Context: an optimization exercise on an open-source flow, tuned for small area and a short achievable clock period. The choices shown serve that exercise and are no tape-out recipe.
In this exercise RTL edits were held to simulation tests only and were not proved equivalent to the original.
Power figures rest on the tool's default switching activity, not on a simulated workload.

**flow/design.v**
```verilog
module SM3_top
	(
		clk_in,
		reset_n_in,
		SM3_en_in,
		msg_in,
		msg_valid_in,
		is_last_word_in,
		last_word_byte_in,
		sm3_result_out,
		sm3_finished_out
	);
input				clk_in,
					reset_n_in,
					SM3_en_in;
input	[31:0]		msg_in;
input				msg_valid_in;
input				is_last_word_in;
input	[1:0]		last_word_byte_in;
output	[255:0]		sm3_result_out;
output	reg			sm3_finished_out;
localparam [255:0]	IV = {32'h7380166f, 32'h4914b2b9, 32'h172442d7, 32'hda8a0600,
						  32'ha96f30bc, 32'h163138aa, 32'he38dee4d, 32'hb0fb0e4e};
localparam [31:0]	T0 = 32'h79cc4519;
localparam [31:0]	T1 = 32'h7a879d8a;
function [31:0] rotl;
	input [31:0] x;
	input integer n;
	rotl = (x << n) | (x >> (32 - n));
endfunction
function [31:0] add32;
	input [31:0] a;
	input [31:0] b;
	reg [31:0] g, p, pg, pp;
	integer i, d;
	begin
		g = a & b;
		p = a ^ b;
		pg = g;
		pp = p;
		for (d = 1; d < 32; d = d * 2)
			for (i = 31; i >= d; i = i - 1)
				begin
					pg[i] = pg[i] | (pp[i] & pg[i - d]);
					pp[i] = pp[i] & pp[i - d];
				end
		add32 = p ^ {pg[30:0], 1'b0};
	end
endfunction
function [31:0] maj;
	input [31:0] a;
	input [31:0] b;
	input [31:0] c;
	maj = (a & b) | (a & c) | (b & c);
endfunction
wire		clr = !reset_n_in || !SM3_en_in;
reg	[6:0]	cyc;
reg			slow;		 
reg			started;	 
reg			dmode;		 
reg			fin;		 
reg			pend80;		 
reg			done;		 
reg			inw;		 
reg			lda, lde;	 
reg			earlya, earlye;	 
reg			upd0, upd1;	 
reg			updn0, updn1;	 
reg	[54:0]	blk;		 
reg			blkinc;		 
reg	[5:0]	lenq;		 
wire		at0		= (cyc == 7'd0);
wire		start	= at0 && !done && (dmode ? (msg_valid_in && started) : 1'b1);
wire		dw		= dmode && inw && (!at0 || start);	 
wire		lastw	= dw && is_last_word_in;
wire		pw		= !dmode && inw && (!at0 || start);	 
wire [6:0]	cyc_end	= slow ? 7'd69 : 7'd68;
wire		at_end	= (cyc == cyc_end);
wire		fstart	= start && (!dmode || is_last_word_in);	 
wire		slow_n	= start ? !fstart : slow;
wire [6:0]	cyc_n	= start ? 7'd1 : (at_end || at0) ? 7'd0 : cyc + 7'd1;
always @(posedge clk_in)
	if (clr)
		begin
			cyc					<= 7'd0;
			slow				<= 1'b0;
			started				<= 1'b0;
			dmode				<= 1'b1;
			fin					<= 1'b0;
			pend80				<= 1'b0;
			done				<= 1'b0;
			inw					<= 1'b1;
			lda					<= 1'b1;
			lde					<= 1'b1;
			earlya				<= 1'b1;
			earlye				<= 1'b1;
			upd0				<= 1'b0;
			upd1				<= 1'b0;
			updn0				<= 1'b1;
			updn1				<= 1'b1;
			sm3_finished_out	<= 1'b0;
			blk					<= 55'd0;
			blkinc				<= 1'b0;
			lenq				<= 6'd0;
		end
	else
		begin
			cyc					<= cyc_n;
			slow				<= slow_n;
			started				<= 1'b1;
			inw					<= (cyc_n < (slow_n ? 7'd16 : 7'd15));
			lda					<= (cyc_n < {6'd2, slow_n});
			lde					<= (cyc_n <= 7'd3 + slow_n);
			earlya				<= (cyc_n < {6'd10, slow_n});
			earlye				<= (cyc_n <= 7'd19 + slow_n);
			upd0				<= (cyc_n == {6'd34, slow_n});
			updn0				<= (cyc_n != {6'd34, slow_n});
			upd1				<= (cyc == (slow ? 7'd68 : 7'd67));
			updn1				<= (cyc != (slow ? 7'd68 : 7'd67));
			sm3_finished_out	<= (cyc_n == {6'd34, slow_n}) && fin;
			blkinc	<= dw && cyc[3:0] == 4'd15 && (!is_last_word_in || last_word_byte_in == 2'b11);
			if (blkinc)
				blk	<= blk + 55'd1;
			if (lastw)
				begin
					dmode	<= 1'b0;
					lenq	<= {cyc[3:0], 2'b00} + {4'd0, last_word_byte_in} + 6'd1;
					pend80	<= (last_word_byte_in == 2'b11) && !at0;
					fin		<= (cyc[3:0] < 4'd13) || (cyc[3:0] == 4'd13 && last_word_byte_in != 2'b11);
				end
			else if (pw)
				pend80	<= 1'b0;
			if (at_end)
				begin
					if (fin)
						done	<= 1'b1;
					else if (!dmode)
						fin		<= 1'b1;	 
				end
		end
reg	[31:0]	w0, w1, w2, w3, w4, w5, w6, w7, w8, w9, w10, w11, w12, w13, w14, w15;
wire [31:0]	fmt		= !is_last_word_in				? msg_in :
					  last_word_byte_in == 2'b00	? {msg_in[31:24], 8'h80, 16'h0} :
					  last_word_byte_in == 2'b01	? {msg_in[31:16], 8'h80, 8'h0} :
					  last_word_byte_in == 2'b10	? {msg_in[31:8],  8'h80} :
													  msg_in;
wire [31:0]	p80		= pend80 ? 32'h8000_0000 : 32'd0;
wire [31:0]	padw	= p80 |
					  ((fin && cyc[3:0] == (slow ? 4'd14 : 4'd13)) ? blk[54:23] : 32'd0) |
					  ((fin && cyc[3:0] == (slow ? 4'd15 : 4'd14)) ? {blk[22:0], lenq, 3'b000} : 32'd0);
wire [31:0]	xp		= w0 ^ w7 ^ rotl(w13, 15);
wire [31:0]	expw	= xp ^ rotl(xp, 15) ^ rotl(xp, 23) ^ rotl(w3, 7) ^ w10;
wire [31:0]	wnew	= fstart ? (dmode ? {last_word_byte_in == 2'b11, 31'd0} : 32'd0) :
					  (inw && dmode) ? fmt :
					  inw ? padw : expw;
wire [31:0]	w14new	= fstart ? (dmode ? fmt : p80) : w15;
always @(posedge clk_in)
	{w0, w1, w2, w3, w4, w5, w6, w7, w8, w9, w10, w11, w12, w13, w14, w15} <=
	{w1, w2, w3, w4, w5, w6, w7, w8, w9, w10, w11, w12, w13, w14, w14new, wnew};
wire [31:0]	wj		= w11;
wire [31:0]	wj4		= w15;
reg	[31:0]	ra, rb, rc, rd, re, rf, rg, rh;
reg	[255:0]	V;
reg	[31:0]	T;
wire [31:0]	va = V[255:224], vb = V[223:192], vc = V[191:160], vd = V[159:128];
wire [31:0]	ve = V[127:96],  vf = V[95:64],   vg = V[63:32],   vh = V[31:0];
wire [31:0]	a12		= rotl(ra, 12);
wire [31:0]	s1		= add32(a12 ^ re ^ T, {maj(a12, re, T), 1'b0} );
wire [31:0]	ss1		= rotl(s1, 7);
wire [31:0]	ff		= earlya ? (ra ^ rb ^ rc) : maj(ra, rb, rc);
wire [31:0]	gg		= earlye ? (re ^ rf ^ rg) : ((re & rf) | (~re & rg));
wire [31:0]	wp		= wj ^ wj4;
wire [31:0]	p1s		= ff ^ rd ^ wp;
wire [31:0]	p1c		= {maj(ff, rd, wp), 1'b0};
wire [31:0]	q1s		= p1s ^ p1c ^ a12;
wire [31:0]	q1c0	= maj(p1s, p1c, a12);			 
wire [31:0]	q1c1	= maj(p1s, p1c, ~a12);			 
wire [31:0]	c1s		= q1s ^ ss1;
wire [31:0]	c1c		= (ss1 & q1c1) | (~ss1 & q1c0);
wire [31:0]	tt1		= add32(c1s, {c1c[30:0], 1'b0});
wire [31:0]	p2s		= gg ^ rh ^ wj;
wire [31:0]	p2c		= {maj(gg, rh, wj), 1'b0};
wire [31:0]	c2s		= p2s ^ p2c ^ ss1;
wire [31:0]	c2c		= maj(p2s, p2c, ss1);
wire [31:0]	tt2		= add32(c2s, {c2c[30:0], 1'b0});
wire [31:0]	p0		= tt2 ^ rotl(tt2, 9) ^ rotl(tt2, 17);
wire [1:0]	lstep	= at0 ? 2'd0 : cyc[1:0] - {1'b0, slow};
wire [31:0]	a_ld	= lstep == 2'd0 ? rotl(vd, 23) :
					  lstep == 2'd1 ? rotl(vc, 23) :
					  lstep == 2'd2 ? vb : va;
wire [31:0]	e_ld	= lstep == 2'd0 ? rotl(vh, 13) :
					  lstep == 2'd1 ? rotl(vg, 13) :
					  lstep == 2'd2 ? vf : ve;
always @(posedge clk_in)
	begin
		ra	<= lda ? a_ld : tt1;
		rb	<= ra;
		rc	<= rotl(rb, 9);
		rd	<= rc;
		re	<= lde ? e_ld : p0;
		rf	<= re;
		rg	<= rotl(rf, 19);
		rh	<= rg;
		T	<= lda ? T0 : (cyc == (slow ? 7'd20 : 7'd19)) ? rotl(T1, 16) : rotl(T, 1);
	end
wire [255:0] vnext = V ^ {ra & {32{upd0}}, rb & {32{upd0}}, rc & ~{32{updn0}}, rd & ~{32{updn0}},
						  re & {32{upd1}}, rf & {32{upd1}}, rg & ~{32{updn1}}, rh & ~{32{updn1}}};
always @(posedge clk_in)
	V	<= clr ? IV : vnext;
assign	sm3_result_out	= vnext;
endmodule
```
**flow/flow/run.sh**
```bash
#!/bin/bash
# Layout flow: the standard ORFS flow (standard.sh), with these changes:
#  - synthesis maps the adders with ABC like the rest of the logic
#    (ADDER_MAP_FILE empty: no full/half adder cell extraction); the
#    registers are those of the standard synthesis;
#  - the input and output port buffers are sky130_fd_sc_hd__buf_1 (the
#    smallest buffer) instead of the cell buffer_ports picks by default;
#  - clock tree synthesis adds no dummy loads; its buffers are clkbuf_8.
# The output of the whole run goes to flow_run.log in the work folder; the
# ORFS tools keep their own logs under orfs/logs/.
set -euo pipefail
export ADDER_MAP_FILE=
export SETUP_SLACK_MARGIN=5.75
export BUFFER_PORTS_ARGS="-buffer_cell sky130_fd_sc_hd__buf_1"
export CTS_ARGS="-sink_clustering_enable -repair_clock_nets -dont_use_dummy_load -buf_list sky130_fd_sc_hd__clkbuf_8"
bash standard.sh > flow_run.log 2>&1
```
**flow/standard.sh**
```bash
#!/bin/bash
# synth_recipe.tcl (not shown) runs the flow's synth.tcl, then flattens the netlist and writes it again
# the make line also repeats each setting of config.mk as NAME=value (left out here)
make -C /OpenROAD-flow-scripts/flow DESIGN_CONFIG=/design/flow/config.mk WORK_HOME=/design/flow/orfs CLKGATE_MAP_FILE= SYNTH_SCRIPT=/design/flow/synth_recipe.tcl "${@:-finish}"
```
**flow/config.mk**
```make
export PLATFORM = sky130hd
export DESIGN_NAME = SM3_top
export DESIGN_NICKNAME = SM3_top
export VERILOG_FILES = /design/flow/design.v
export SDC_FILE = /design/flow/constraint.sdc
export NUM_CORES = 4
export LEC_CHECK = 0
export ABC_AREA = 1
export CAP_MARGIN = 20
export CORE_MARGIN = 2
export CORE_UTILIZATION = 60
export CTS_BUF_LIST = sky130_fd_sc_hd__clkbuf_8
export SLEW_MARGIN = 20
```
**flow/constraint.sdc**
```tcl
create_clock -name core_clock -period 9.5 [get_ports {clk_in}]
set_input_delay 1.9000 -clock core_clock [delete_from_list [all_inputs] [get_ports {clk_in}]]
set_output_delay 1.9000 -clock core_clock [all_outputs]
set_load 0.01 [all_outputs]
```
==> results of run 1 <==
==> how the worst max path moves through the flow <==
stage                          end  cells after the start
2_1_floorplan     T[14]$_SDFF_PP1_                     17
3_3_place_gp      T[19]$_SDFF_PP1_                     20
3_5_place_dp      T[19]$_SDFF_PP1_                     20
4_1_cts        sm3_result_out[241]                      7
==> power groups by stage <==
| stage | Sequential [mW] | Combinational [mW] | Clock [mW] |
|---|---|---|---|
| after floorplan | 5.21 | 1.61 | 0 |
| after global placement | 5.28 | 2.29 | 0 |
| after detailed placement | 5.30 | 2.31 | 0 |
| after CTS | 5.19 | 2.77 | 3.35 |
==> layer usage <==
| layer | overflow | GRT usage (%) |
|---|---|---|
| met1 | 312 | 86.3 |
| met2 | 1231 | 101 |
| met3 | 227 | 75.9 |
| met4 | 562 | 86.9 |
| met5 | 17 | 55.3 |
==> stage by stage <==
step           hold WS, ns  std cells
3_5_place_dp         0.312       9001
2_1_floorplan        0.310       7674
3_3_place_gp         0.310       9001
4_1_cts              0.278       9656
==> logic make-up after synthesis <==
kind of cell	Yosys count	synth area share, %
buffers and inverters	1066	7.44
AO/OA/AOI/OAI	984	10.2
XOR/XNOR	590	9.86
flip-flops	1141	41.7
adder cells (fa/ha/maj)	10	0.183
AND/OR/NAND/NOR	3883	30.6
==> what timing repair did <==
action                                 4_1_cts
pin swaps                                  369
gates cloned                                45
buffers inserted                           437
endpoints found under the hold margin        0
setup endpoints to repair                  348
gates resized for setup                   1930
==> reports/results.txt, run 1 <==
The flow did not finish. The stage where the run came to a stop is 5_1_grt. The tool reported: "[ERROR GRT-0116] Global routing finished with congestion. Check the congestion regions in the DRC Viewer".

Cell taking the most area after synthesis: sky130_fd_sc_hd__dfxtp_1. For the global router's overall resource usage, the log shows 87.4%. The deepest level of the CTS H-tree came out at 4. The die is 306 microns wide. Sorting the synthesized cells by how often they occur yields sky130_fd_sc_hd__nand2_1 (2365), sky130_fd_sc_hd__dfxtp_1 (1141), sky130_fd_sc_hd__inv_1 (813), sky130_fd_sc_hd__nand3_1 (559), sky130_fd_sc_hd__nor2_1 (405). Ranked by total cell area, the synthesized netlist is headed by sky130_fd_sc_hd__dfxtp_1 (42%), sky130_fd_sc_hd__nand2_1 (16%), sky130_fd_sc_hd__xor2_1 (5.9%). For the warning count from the yosys run, the log shows 1. The tools report the count of hold-fix buffers inserted at cts as 0. Buffers inserted during clock tree synthesis total 173. The I/O pin count came out at 296. The final RePlAce weighted congestion was 1.11; the global-route congestion overflow total was 2349. In the synthesized netlist the dominant register cell turns out to be sky130_fd_sc_hd__dfxtp_1. In this run the mean area of a mapped cell was 7.13 sq um.

The tools report the number of buffers between clock root and the deepest sink as 3. The share of flip-flops with an asynchronous set or reset after synthesis is 0%. For the pin count of the biggest net entering global routing, the log shows 210. Counting every sink on the clock net gives 1141. Input and output buffers added on the ports amount to 295. In this run the vertical extent of the chip is 306 microns. For the number of global-route vias before repair, the log shows 76600.

Counting distinct cell types in the post-synthesis netlist gives 66. Sequential cells were found to cover 41.7% of the synthesized design area. The share of synthesized area in the top cell type comes to 41.7%. Most frequently used cell type in the post-synthesis netlist: sky130_fd_sc_hd__nand2_1. The effective utilization at floorplan came out at 60.6%. Summing every instance area after synthesis gives 0.0548 sq mm.

Number of synthesized flops with an enable pin: 0. CTS root buffer: sky130_fd_sc_hd__clkbuf_8. Counting flops and latches in the post-synthesis netlist gives 1141. Pre-CTS worst setup slack: 4.19 ns. The placed wire-length estimate after detailed placement was 178 mm; the instance count of the mapped netlist was 7674. The tools report the placement-stage cell area as 0.0569 sq mm. The first global-routing pass estimated 599 mm of wire. The number of nets handed over by synthesis was 7713.

The tools report the number of core rows as 110.
==> run 2: changes to the inputs <==
==> flow/flow/run.sh (replaced) <==
#!/bin/bash
# Layout flow: the standard ORFS flow (standard.sh, standard synthesis
# unchanged), with two placement/CTS choices changed:
#  - the input and output port buffers are sky130_fd_sc_hd__buf_1 (the
#    smallest buffer) instead of the cell buffer_ports picks by default;
#  - clock tree synthesis adds no dummy loads; its buffers are clkbuf_4 and clkbuf_8.
# The output of the whole run goes to flow_run.log in the work folder; the
# ORFS tools keep their own logs under orfs/logs/.
set -euo pipefail
export BUFFER_PORTS_ARGS="-buffer_cell sky130_fd_sc_hd__buf_1"
export CTS_ARGS="-sink_clustering_enable -repair_clock_nets -dont_use_dummy_load -buf_list {sky130_fd_sc_hd__clkbuf_4 sky130_fd_sc_hd__clkbuf_8}"
bash standard.sh > flow_run.log 2>&1
--- a/flow/config.mk
+++ b/flow/config.mk
@@ -6,8 +6,9 @@
 export NUM_CORES = 4
 export LEC_CHECK = 0
 export ABC_AREA = 1
-export CAP_MARGIN = 20
+export CAP_MARGIN = 10
 export CORE_MARGIN = 2
 export CORE_UTILIZATION = 60
-export CTS_BUF_LIST = sky130_fd_sc_hd__clkbuf_8
-export SLEW_MARGIN = 20
+export CTS_BUF_LIST = sky130_fd_sc_hd__clkbuf_4 sky130_fd_sc_hd__clkbuf_8
+export SETUP_SLACK_MARGIN = 4.5
+export SLEW_MARGIN = 10
==> run 2 against run 1 <==
Compared with the run above: now clean on timing, DRC and antenna; synthesized area down 5.4%; synthesized cell count decreased by 20%.
==> reports/results.txt, run 2 <==
The flow ran to the end and the layout has no timing, DRC or antenna violations. The tools report the number of core rows as 107 (-2.7%). The share of flip-flops with an asynchronous set or reset after synthesis works out to 0% (unchanged). The tools report the part of the power in combinational logic as 34.4%. The sequential power share is 39.9%, and the total length of routed wires is 185 mm.

In this run the tightest slew margin relative to its limit is 25.4%. TritonCTS built the clock tree. The pre-CTS worst setup slack came out at 3.63 ns (-0.561 ns). For the net switching power, the log shows 4.87 mW. The largest registers in the layout are V x256, blk x55.

For this design the ratio of total power to cell area is 223 mW/mm^2. The compound-cell area share of the yosys netlist works out to 10.2% (about the same). For the worst flop-to-flop path, the logic depth is 32. Based on the critical path, the design can be clocked at up to 0.197 GHz. The tools report the fill cell instance count of the final layout as 7110. Internal power comes to 8.27 mW. The cell with the largest stage delay on the worst path is sky130_fd_sc_hd__fa_2. The synthesized design spends more area on one cell type than any other, namely sky130_fd_sc_hd__dfxtp_1.

The warning count from the yosys run came out at 1 (unchanged). Dominant synthesized flop cell: sky130_fd_sc_hd__dfxtp_1. Nature of the critical path endpoint: a register.

For the worst-case clock skew, the log shows 0.160 ns. The first global-routing pass estimated 265 mm of wire. Simple-gate portion of the synthesized area: 18.9% (-12 points). For the instance count of the mapped netlist, the log shows 6125 (-20%). The synthesized area per cell is 8.46 sq um (+19%). The count of hold-fix buffers inserted at cts came out at 0 (unchanged). STA classifies the critical path startpoint as a register.

Global routing used 40.7% of the available tracks across all layers. The detailed-route via count was 44200. For this run, the post-layout net count is 6897. Floorplan die width: 298 microns (-2.7%). The most critical setup path has its startpoint at ra[21]$_DFF_P_. After layout, the worst path uses 53.4% of the clock period.

Worst-skew pair later-pin latency: 0.91 ns. Count of buffering cells on the critical path with inverters included: 2. Yosys attributes the largest share of cell area to sky130_fd_sc_hd__dfxtp_1 (44%), sky130_fd_sc_hd__nand2_1 (9.4%), sky130_fd_sc_hd__fa_1 (8.4%). In the final routed layout, each cell accounts on average for 24.1 microns.

The smallest setup slack after layout was 4.43 ns. Endpoint of the most critical register-to-register path: re[28]$_DFF_P_. The most frequently used cell type in the post-synthesis netlist was sky130_fd_sc_hd__nand2_1. The slack of the worst reg-to-reg path is 4.43 ns. The layout-stage area growth over the synthesis result was 13.6%; the static leakage was 25.4 nW. Along the worst hold path, the cell count comes to 0. The startpoint of the lowest-slack hold path was w11[9]$_DFF_P_. The CTS root buffer was sky130_fd_sc_hd__clkbuf_8. The clock network burns 25.7% of the power. In the routed layout, each cell is associated on average with a via count of 5.75.

The number of buffers created by CTS was 178 (+2.9%); the initial antenna violation count was 7. The hold slack was 0.291 ns; the post-synthesis sequential area ratio was 44.1% (+2.4 points). The final hold violation count came out at 0. After synthesis, the largest family of logic cells by area is simple AND/OR/NAND/NOR gates.

On the worst path, the slowest cell contributes a delay of 0.57 ns. For the pin count of the biggest net entering global routing, the log shows 214. The accumulated negative setup slack came out at 0 ns. The arrival time reported for the critical path endpoint is 5.75 ns, and the largest voltage drop on the vdd net is 0.000180 V.

The top cell types in the final layout, fill and taps aside, are sky130_fd_sc_hd__nand2_1 (1228), sky130_fd_sc_hd__dfxtp_1 (1087), sky130_fd_sc_hd__inv_1 (744), sky130_fd_sc_hd__a21oi_1 (394), sky130_fd_sc_hd__o21ai_0 (309). The tools report the number of max-cap violations as 0. The register with the most flip-flops in the layout has 256 of them. The number of endpoints failing setup at the final stage was 0.

The completed layout was analyzed and its total power is 13.1 mW. The total count of max-transition violations in the final report was 0. The floorplan step defined a core boundary enclosing 0.0854 sq mm. For the worst endpoint required time, the log shows 10.17 ns. The count of TritonRoute iterations in the first routing pass is 7. For the number of sinks driven by the clock tree, the log shows 1141 (unchanged). At the pin with the least slew margin, the transition time is 1.12 ns. The number of storage elements in the synthesis netlist was 1141 (unchanged); the post-detailed-route DRC marker count was 0.

In this run switching power makes up 37.1% of total power. The I/O pin count is 296 (unchanged), and the share of post-route cells with drive strength above 1 is 14.0%. Once layout is complete, the utilization of the core stands at 68.9%. The placed wire-length estimate after detailed placement was 143 mm (-20%). In this design, the critical path's most frequently occurring cell is sky130_fd_sc_hd__nand2_4. The path type of the worst setup path is register to register. The effective utilization at floorplan was 60.6% (about the same); the CTS clock-pin slew for the worst setup and hold paths was 0.06 ns.

The final RePlAce weighted congestion is 1.07 (-3.6%), and the number of global-route vias before repair is 41600. The xor/xnor cell area share of the yosys netlist is 7.67% (-2.2 points), and the deepest level of the CTS H-tree is 4 (unchanged). For the net count of the mapped netlist, the log shows 6491 (-16%).

Of all nets on the critical path, the largest fanout is 5. The post-synth design cell area is 0.0518 sq mm (-5.4%), and the die outline height is 298 microns (-2.7%). The cell family contributing the most delay on the critical path is simple AND/OR/NAND/NOR gates.

V holds more flip-flops than any other register. Setup repair after global routing could not meet its margin everywhere. The multiplexer area fraction after synthesis is 1.02% (+1.0 points), and the final critical delay including setup and external delays is 5.07 ns.

The adder and majority gate portion of the synthesized area is 11.0% (+11 points). The worst min-delay path endpoint was w10[9]$_DFF_P_. Fraction of post-synthesis cell area in the top cell type by area: 44.1% (+2.4 points). The number of buffers between clock root and the deepest sink was 3 (unchanged); the area of the die was 0.0887 sq mm.

The worst min-delay path category was register to register. The run gives 62 (-6.1%) as the number of unique standard cell types used by synthesis. Leaving out fill and tap cells, the most frequent cell in the layout is sky130_fd_sc_hd__nand2_1.

The initial detailed-routing violation count came out at 5038. The count of nets left with antenna violations once routing finished came out at 0. Reg-to-reg startpoint: ra[21]$_DFF_P_.

Global-route congestion overflow total: 0. The number of synthesized flops with an enable pin works out to 0 (unchanged). The count of port buffers added during placement works out to 295 (unchanged).

Sorting the synthesized cells by how often they occur yields sky130_fd_sc_hd__nand2_1 (1298), sky130_fd_sc_hd__dfxtp_1 (1141), sky130_fd_sc_hd__inv_1 (767), sky130_fd_sc_hd__a21oi_1 (431), sky130_fd_sc_hd__nand3_1 (337).
run 2: cell count changes after synthesis, moves of 53 or more:
| cell | before | now |
|---|---|---|
| sky130_fd_sc_hd__nand2_1 | 2365 | 1298 |
| sky130_fd_sc_hd__nand2_2 | 117 | 26 |
| sky130_fd_sc_hd__a21oi_1 | 366 | 431 |
| sky130_fd_sc_hd__nand3_1 | 559 | 337 |
| sky130_fd_sc_hd__nor2_1 | 405 | 250 |
| sky130_fd_sc_hd__xor2_1 | 367 | 314 |
| sky130_fd_sc_hd__inv_2 | 69 | 11 |
| sky130_fd_sc_hd__fa_1 | 0 | 217 |
| sky130_fd_sc_hd__ha_1 | 0 | 110 |
| sky130_fd_sc_hd__xnor2_1 | 203 | 136 |
run 2: worst max-delay path by stage:
stage,to,cells past startpoint
after floorplan,re[16]$_DFF_P_,29
after global placement,re[7]$_DFF_P_,26
after detailed placement,re[28]$_DFF_P_,33
after CTS,re[31]$_DFF_P_,27
after global routing,re[8]$_DFF_P_,31
final,re[28]$_DFF_P_,32
run 2: metrics by stage:
| stage | cell area, sq um | cells |
|---|---|---|
| after floorplan | 51800 | 6125 |
| after global placement | 53900 | 7426 |
| after detailed placement | 53900 | 7426 |
| after CTS | 57100 | 7623 |
| after global routing | 58800 | 7675 |
| final | 58800 | 7678 |
run 2: repair_timing:
action                                  CTS  global route
pin swaps                                26            83
endpoints found under the setup margin   55            52
buffers inserted                         19            50
resized for setup                       200           293
run 2: final cells by class:
type	instances	area (sq um)	share of cell area, %
inverters	779	2930	4.98
flip-flops and latches	1141	23000	39.1
diodes	5	12.5	0.0213
clock buffers	178	2450	4.17
multi-input cells	4036	27000	46.0
repair buffers	395	1930	3.28
well taps	1144	1430	2.43
run 2: cells by family after synthesis:
kind of cell	after synthesis
AOI/OAI and AO/OA	963
xor gates and xnor gates	452
DFF	1141
adders and majority gates	327
buffers and inverters	948
muxes	47
and+or+nand+nor	2247
run 2: worst register-to-register path: cells and delay by family (launching register included):
family	cells	cell delay [ns]
and+or+nand+nor	23	2.22
adders and majority gates	5	1.87
DFF	1	0.40
AOI/OAI and AO/OA	2	0.35
buffers and inverters	2	0.11
run 2: metal layers:
layer  vias to the layer above  track usage, %  share of wire [%]
met2                      2307            61.0                 43
met3                       536            9.33                 10
met5                         -               0                  0
met1                     21100            53.8                 40
li1                      20200               -                  -
met4                         0            24.6                7.1
run 2: power groups by stage:
stage	logic [mW]	clock network, mW	registers (mW)
after floorplan	2.54	0	5.25
after global routing	4.85	3.60	5.26
after detailed placement	3.57	0	5.35
after global placement	3.56	0	5.34
after CTS	3.79	3.40	5.24
final	4.52	3.37	5.25
==> run 3: changes to the inputs <==
--- a/flow/design.v
+++ b/flow/design.v
@@ -47,6 +47,23 @@
 		add32 = p ^ {pg[30:0], 1'b0};
 	end
 endfunction
+function [31:0] carries32;
+	input [31:0] g;
+	input [31:0] p;
+	reg [31:0] pg, pp;
+	integer i, d;
+	begin
+		pg = g;
+		pp = p;
+		for (d = 1; d < 32; d = d * 2)
+			for (i = 31; i >= d; i = i - 1)
+				begin
+					pg[i] = pg[i] | (pp[i] & pg[i - d]);
+					pp[i] = pp[i] & pp[i - d];
+				end
+		carries32 = {pg[30:0], 1'b0};
+	end
+endfunction
 function [31:0] maj;
 	input [31:0] a;
 	input [31:0] b;
@@ -67,7 +84,6 @@
 reg			upd0, upd1;	 
 reg			updn0, updn1;	 
 reg	[54:0]	blk;		 
-reg			blkinc;		 
 reg	[5:0]	lenq;		 
 wire		at0		= (cyc == 7'd0);
 wire		start	= at0 && !done && (dmode ? (msg_valid_in && started) : 1'b1);
@@ -100,7 +116,6 @@
 			updn1				<= 1'b1;
 			sm3_finished_out	<= 1'b0;
 			blk					<= 55'd0;
-			blkinc				<= 1'b0;
 			lenq				<= 6'd0;
 		end
 	else
@@ -118,8 +133,7 @@
 			upd1				<= (cyc == (slow ? 7'd68 : 7'd67));
 			updn1				<= (cyc != (slow ? 7'd68 : 7'd67));
 			sm3_finished_out	<= (cyc_n == {6'd34, slow_n}) && fin;
-			blkinc	<= dw && cyc[3:0] == 4'd15 && (!is_last_word_in || last_word_byte_in == 2'b11);
-			if (blkinc)
+			if (dw && cyc[3:0] == 4'd15 && (!is_last_word_in || last_word_byte_in == 2'b11))
 				blk	<= blk + 55'd1;
 			if (lastw)
 				begin
@@ -165,23 +179,35 @@
 wire [31:0]	va = V[255:224], vb = V[223:192], vc = V[191:160], vd = V[159:128];
 wire [31:0]	ve = V[127:96],  vf = V[95:64],   vg = V[63:32],   vh = V[31:0];
 wire [31:0]	a12		= rotl(ra, 12);
-wire [31:0]	s1		= add32(a12 ^ re ^ T, {maj(a12, re, T), 1'b0} );
-wire [31:0]	ss1		= rotl(s1, 7);
 wire [31:0]	ff		= earlya ? (ra ^ rb ^ rc) : maj(ra, rb, rc);
 wire [31:0]	gg		= earlye ? (re ^ rf ^ rg) : ((re & rf) | (~re & rg));
 wire [31:0]	wp		= wj ^ wj4;
+wire [31:0]	sv		= a12 ^ re ^ T;
+wire [31:0]	so		= a12 | re;
+wire [31:0]	sa		= a12 & re;
+wire [31:0]	sp		= {T[30:0], 1'b0} & {so[30:0], 1'b0} | ~{T[30:0], 1'b0} & {sa[30:0], 1'b0};
+wire [31:0]	s1p		= sv ^ sp;									 
+wire [31:0]	s1g		= {T[30:0], 1'b0} & (sv & {so[30:0], 1'b0}) |
+					  ~{T[30:0], 1'b0} & (sv & {sa[30:0], 1'b0});	 
+wire [31:0]	s1c		= carries32(s1g, s1p);						 
+wire [31:0]	pr		= rotl(s1p, 7);
+wire [31:0]	cr		= rotl(s1c, 7);
+wire [31:0]	pa		= pr ^ a12;
 wire [31:0]	p1s		= ff ^ rd ^ wp;
 wire [31:0]	p1c		= {maj(ff, rd, wp), 1'b0};
-wire [31:0]	q1s		= p1s ^ p1c ^ a12;
-wire [31:0]	q1c0	= maj(p1s, p1c, a12);			 
-wire [31:0]	q1c1	= maj(p1s, p1c, ~a12);			 
-wire [31:0]	c1s		= q1s ^ ss1;
-wire [31:0]	c1c		= (ss1 & q1c1) | (~ss1 & q1c0);
+wire [31:0]	k1		= p1s ^ p1c ^ pa;
+wire [31:0]	q10		= maj(p1s, p1c, pa);				 
+wire [31:0]	q11		= maj(p1s, p1c, ~pa);				 
+wire [31:0]	c1s		= k1 ^ cr;
+wire [31:0]	c1c		= (cr & q11) | (~cr & q10);
 wire [31:0]	tt1		= add32(c1s, {c1c[30:0], 1'b0});
 wire [31:0]	p2s		= gg ^ rh ^ wj;
 wire [31:0]	p2c		= {maj(gg, rh, wj), 1'b0};
-wire [31:0]	c2s		= p2s ^ p2c ^ ss1;
-wire [31:0]	c2c		= maj(p2s, p2c, ss1);
+wire [31:0]	k2		= p2s ^ p2c ^ pr;
+wire [31:0]	q20		= maj(p2s, p2c, pr);
+wire [31:0]	q21		= maj(p2s, p2c, ~pr);
+wire [31:0]	c2s		= k2 ^ cr;
+wire [31:0]	c2c		= (cr & q21) | (~cr & q20);
 wire [31:0]	tt2		= add32(c2s, {c2c[30:0], 1'b0});
 wire [31:0]	p0		= tt2 ^ rotl(tt2, 9) ^ rotl(tt2, 17);
 wire [1:0]	lstep	= at0 ? 2'd0 : cyc[1:0] - {1'b0, slow};
==> flow/flow/run.sh (replaced) <==
#!/bin/bash
# Layout flow: the standard ORFS flow (standard.sh, standard synthesis
# unchanged), with two placement/CTS choices changed:
#  - the input and output port buffers are sky130_fd_sc_hd__buf_1 (the
#    smallest buffer) instead of the cell buffer_ports picks by default;
#  - clock tree synthesis adds no dummy loads; its buffers are clkbuf_8.
# The output of the whole run goes to flow_run.log in the work folder; the
# ORFS tools keep their own logs under orfs/logs/.
set -euo pipefail
export BUFFER_PORTS_ARGS="-buffer_cell sky130_fd_sc_hd__buf_1"
export CTS_ARGS="-sink_clustering_enable -repair_clock_nets -dont_use_dummy_load -buf_list sky130_fd_sc_hd__clkbuf_8"
bash standard.sh > flow_run.log 2>&1
==> flow/config.mk (replaced) <==
export PLATFORM = sky130hd
export DESIGN_NAME = SM3_top
export DESIGN_NICKNAME = SM3_top
export VERILOG_FILES = /design/flow/design.v
export SDC_FILE = /design/flow/constraint.sdc
export NUM_CORES = 4
export LEC_CHECK = 0
export ABC_AREA = 1
export CAP_MARGIN = 20
export CORE_MARGIN = 2
export CORE_UTILIZATION = 60
export CTS_BUF_LIST = sky130_fd_sc_hd__clkbuf_8
export SETUP_SLACK_MARGIN = 4.5
export SLEW_MARGIN = 20
==> run 3 against run 2 <==
Compared with the run above: via count rose by 2.5%; flip-flop and latch count fell by 1; die area rose by 3.3%; critical path type unchanged; largest power group unchanged; highest routed layer is now met5.
==> reports/results.txt, run 3 <==
The instance count of the mapped netlist is 6225 (+1.6%). The run gives 41.7% (+0.97 points) as the global router's overall resource usage. Count of antenna-violating nets left after detailed routing: 0 (unchanged).

The post-synthesis sequential area ratio is 42.7% (-1.5 points). The number of synthesized flops with an enable pin is 0 (unchanged). The most frequently used cell type in the post-synthesis netlist is sky130_fd_sc_hd__nand2_1.

The number of storage elements in the synthesis netlist is 1140 (-0.088%), and the die outline height is 303 microns (+1.6%). The tools report the largest voltage drop on the vdd net as 0.000200 V (+11%). Slack of the worst reg-to-reg path: 4.47 ns (+0.04 ns). In this run the worst hold path is classified as register to register.

The startpoint of the lowest-slack hold path was w14[13]$_DFF_P_. The largest fanout of any net on the critical path is 5 (unchanged), and the wire length of the first global-routing pass is 275 mm (+3.7%). The final RePlAce weighted congestion was 1.06 (-1.0%). The logs give 0.199 GHz (+0.80%) for the upper clock frequency limit and 0 (unchanged) for the global-route congestion overflow total.

The logs give 0 (unchanged) for the number of endpoints failing setup at the final stage and 42400 (+2.0%) for the number of global-route vias before repair. For the number of unique standard cell types used by synthesis, the log shows 75 (+21%). The worst-skew pair later-pin latency came out at 0.94 ns (+0.03 ns). The run finished with no timing, DRC or antenna violations. The worst register-to-register path begins at w11[6]$_DFF_P_. The top register by number of flip-flops is V. sky130_fd_sc_hd__dfxtp_1 takes more of the synthesized area than any other cell.

The slew at the pin closest to its max-slew limit was 1.25 ns (+0.130 ns); the number of buffers created by CTS was 178 (unchanged). The count of port buffers added during placement came out at 295 (unchanged). For the arrival time reported for the critical path endpoint, the log shows 5.74 ns (about the same).

The largest registers in the layout are V x256, blk x55. The deepest level of the CTS H-tree is 4 (unchanged). The detailed-route via count was 45200 (+2.5%); the warning count from the yosys run was 1 (unchanged). Worst endpoint required time: 10.21 ns (+0.04 ns).

The logs give 7847 (+2.2%) for the post-route non-filler standard cell count and 1140 (-0.088%) for the number of sinks driven by the clock tree. The area of the die is 0.0916 sq mm (+3.3%), and the count of TritonRoute iterations in the first routing pass is 6 (-1). The effective utilization at floorplan is 60.5% (-0.087 points).

The dominant synthesized flop cell is sky130_fd_sc_hd__dfxtp_1. For the initial antenna violation count, the log shows 7 (unchanged). The worst setup path is of the register to register kind. TritonCTS built the clock tree.

The post-detailed-route via-to-cell ratio was 5.77 (+0.26%); the worst hold path stage count was 0 (unchanged). The post-layout utilization of the core was 68.9% (about the same). The worst min-delay path endpoint is w13[13]$_DFF_P_. In the layout the commonest cells are sky130_fd_sc_hd__nand2_1 (1189), sky130_fd_sc_hd__dfxtp_1 (1078), sky130_fd_sc_hd__inv_1 (722), sky130_fd_sc_hd__a21oi_1 (410), sky130_fd_sc_hd__xor2_1 (367). The worst slew slack as a fraction of its limit came out at 16.1% (-9.2 points).

The post-synth design cell area was 0.0535 sq mm (+3.3%); the pin count of the biggest net entering global routing was 181 (-15%). The run gives 0.0884 sq mm (+3.5%) as the placeable core area. The CTS clock-pin slew for the worst setup and hold paths works out to 0.06 ns (about the same).

Final critical delay including setup and external delays: 5.03 ns (-0.0401 ns). The cell count after placement is 7553 (+1.7%), and the mean routed wirelength per cell is 24.9 microns (+3.4%). The share of the cycle needed by the critical path after routing is 53.0% (-0.42 points). The total length of routed wires was 195 mm (+5.6%). Setup repair after global routing could not meet its margin everywhere. For the I/O pin count, the log shows 296 (unchanged). The placed wire-length estimate after detailed placement is 153 mm (+7.0%). The share of post-route cells with drive strength above 1 was 15.5% (+1.5 points); the fraction of post-synthesis cell area in the top cell type by area was 42.7% (-1.5 points). The number of buffers between clock root and the deepest sink is 3 (unchanged). The share of flip-flops with an asynchronous set or reset after synthesis was 0% (unchanged); the number of nets at the end of the flow was 7073 (+2.6%). The most common cell after layout, fill and taps aside was sky130_fd_sc_hd__nand2_1. The tools report the nature of the critical path endpoint as a register. After synthesis, the cell types taking the most area are sky130_fd_sc_hd__dfxtp_1 (43%), sky130_fd_sc_hd__nand2_1 (8.8%), sky130_fd_sc_hd__fa_1 (7.9%).

The worst register-to-register path ends at ra[24]$_DFF_P_. The run gives 0 (unchanged) as the total count of max-transition violations in the final report. The floorplan die width works out to 303 microns (+1.6%).

The length in cells of the worst reg-to-reg path is 16 (-50%), and the final hold violation count is 0 (unchanged). The worst-case clock skew was 0.176 ns (+0.0164 ns). For the net count of the mapped netlist, the log shows 6619 (+2.0%).

The synthesized area per cell was 8.60 sq um (+1.7%); the post-detailed-route DRC marker count was 0 (unchanged). For the number of core rows, the log shows 109 (+1.9%). The root buffer cell chosen for the clock tree is sky130_fd_sc_hd__clkbuf_8.

The power per cell area is 216 mW/mm^2 (-3.4%), and the static leakage is 26.6 nW (+4.5%). The commonest cells after synthesis are sky130_fd_sc_hd__nand2_1 (1254), sky130_fd_sc_hd__dfxtp_1 (1140), sky130_fd_sc_hd__inv_1 (736), sky130_fd_sc_hd__a21oi_1 (434), sky130_fd_sc_hd__xor2_1 (397). Number of flip-flops under the largest register name: 256 (unchanged). Type of element launching the critical path: a register.

The layout-stage area growth over the synthesis result works out to 13.8%. For the accumulated negative setup slack, the log shows 0 ns (unchanged). The initial detailed-routing violation count is 4984 (-1.1%). The number of max-cap violations is 0 (unchanged).
==> run 3: how the worst max path moves through the flow <==
stage | start | endpoint | slack, ns | depth (start not counted)
2_1_floorplan | re[26]$_DFF_P_ | ra[19]$_DFF_P_ | 4.90 | 25
3_3_place_gp | re[15]$_DFF_P_ | re[2]$_DFF_P_ | 3.26 | 31
5_1_grt | ra[15]$_DFF_P_ | ra[22]$_DFF_P_ | 4.45 | 26
3_5_place_dp | re[1]$_DFF_P_ | ra[23]$_DFF_P_ | 3.16 | 38
4_1_cts | re[3]$_DFF_P_ | ra[23]$_DFF_P_ | 4.46 | 34
6_report | w11[6]$_DFF_P_ | ra[24]$_DFF_P_ | 4.47 | 16
==> run 3: stage by stage <==
| stage | setup slack [ns] | hold WS (ns) | instance area, sq um | power [mW] |
|---|---|---|---|---|
| 6_report | 4.47 | 0.229 | 60900 | 13.1 |
| 5_1_grt | 4.45 | 0.250 | 60900 | 13.6 |
| 4_1_cts | 4.46 | 0.231 | 59300 | 12.7 |
| 3_5_place_dp | 3.16 | 0.312 | 55800 | 9.09 |
| 3_3_place_gp | 3.26 | 0.310 | 55800 | 9.07 |
| 2_1_floorplan | 4.90 | 0.310 | 53500 | 7.83 |
==> run 3: critical path: stages, from the launching register on <==
cell and delay, ns:
sky130_fd_sc_hd__dfxtp_1 0.53, sky130_fd_sc_hd__xor2_1 0.87, sky130_fd_sc_hd__fa_1 0.59, sky130_fd_sc_hd__inv_1 0.12, sky130_fd_sc_hd__fa_1 0.43, sky130_fd_sc_hd__xor2_1 0.18
sky130_fd_sc_hd__ha_1 0.43, sky130_fd_sc_hd__nand2_1 0.12, sky130_fd_sc_hd__o21ai_0 0.18, sky130_fd_sc_hd__nand2_1 0.06, sky130_fd_sc_hd__nand2_1 0.12, sky130_fd_sc_hd__a31oi_4 0.06
sky130_fd_sc_hd__o21ai_1 0.30, sky130_fd_sc_hd__nand2_1 0.14, sky130_fd_sc_hd__o21ai_2 0.20, sky130_fd_sc_hd__xor2_2 0.37, sky130_fd_sc_hd__o22ai_1 0.10
==> run 3: power by group <==
part / internal [mW] / switching (mW)
clock network: 1.64 / 1.74
registers: 5.05 / 0.188
logic: 1.54 / 2.97
==> run 3: cell type report <==
type | instances | area [sq um]
multi-input combinational | 4139 | 28700
fill | 7254 | 27500
tap | 1165 | 1460
inverter | 779 | 2950
sequential | 1140 | 23000
antenna | 5 | 12.5
clock buffer | 178 | 2450
timing repair buffer | 441 | 2340
==> run 3: logic make-up after synthesis <==
| logic type | share of synthesized area, % |
|---|---|
| adders and majority gates | 11.3 |
| AOI/OAI and AO/OA | 11.4 |
| xor gates and xnor gates | 8.95 |
| muxes | 1.48 |
| DFF | 42.7 |
| and+or+nand+nor | 17.6 |
| buffers and inverters | 6.68 |
==> run 3: routing by layer <==
layer,GRT usage [%],wire (microns),up-vias
li1,-,-,20600
met1,54.0,76300,21600
met2,61.7,82900,2380
met3,10.3,20900,577
met4,28.4,15000,4
met5,0,39,-
==> run 3: what timing repair did <==
item	in CTS	in global routing
pin swaps	30	78
hold buffers	0	0
endpoints found under the setup margin	97	50
setup buffers	40	71
gates resized for setup	219	251
hold endpoints to repair	0	0

## afterwards: timing with drivers on the ports
The flow's constraints put no driver on any port. The routed layouts listed below were extracted and timed again, unchanged, in two steps. Step 1, drivers: a clkbuf_16 drives clk_in and a buf_2 each remaining input, both assumed. Step 2 also shifts input and output timing later by t, the mid clock arrival at the registers, as if the neighbouring blocks saw the same clock. Three values: ideal ports, drivers, drivers and shift; two values: the first two.
| run | t, ns | setup slack, ns | worst setup path after step 2 | worst slew at a driven data input, ns | pins driven straight from the clock port |
|---|---|---|---|---|---|
| run 2 | 0.895 | 4.427 / 4.427 / 3.914 | input to register | 0.06 | 1 |
| run 3 | 0.929 | 4.467 / 4.467 / 4.184 | input to register | 0.03 | 1 |
After both steps setup and hold are still met in every run listed. The setup slack of run 2, which loses most, moves by 0.000 ns with the drivers and by -0.513 ns with both steps.
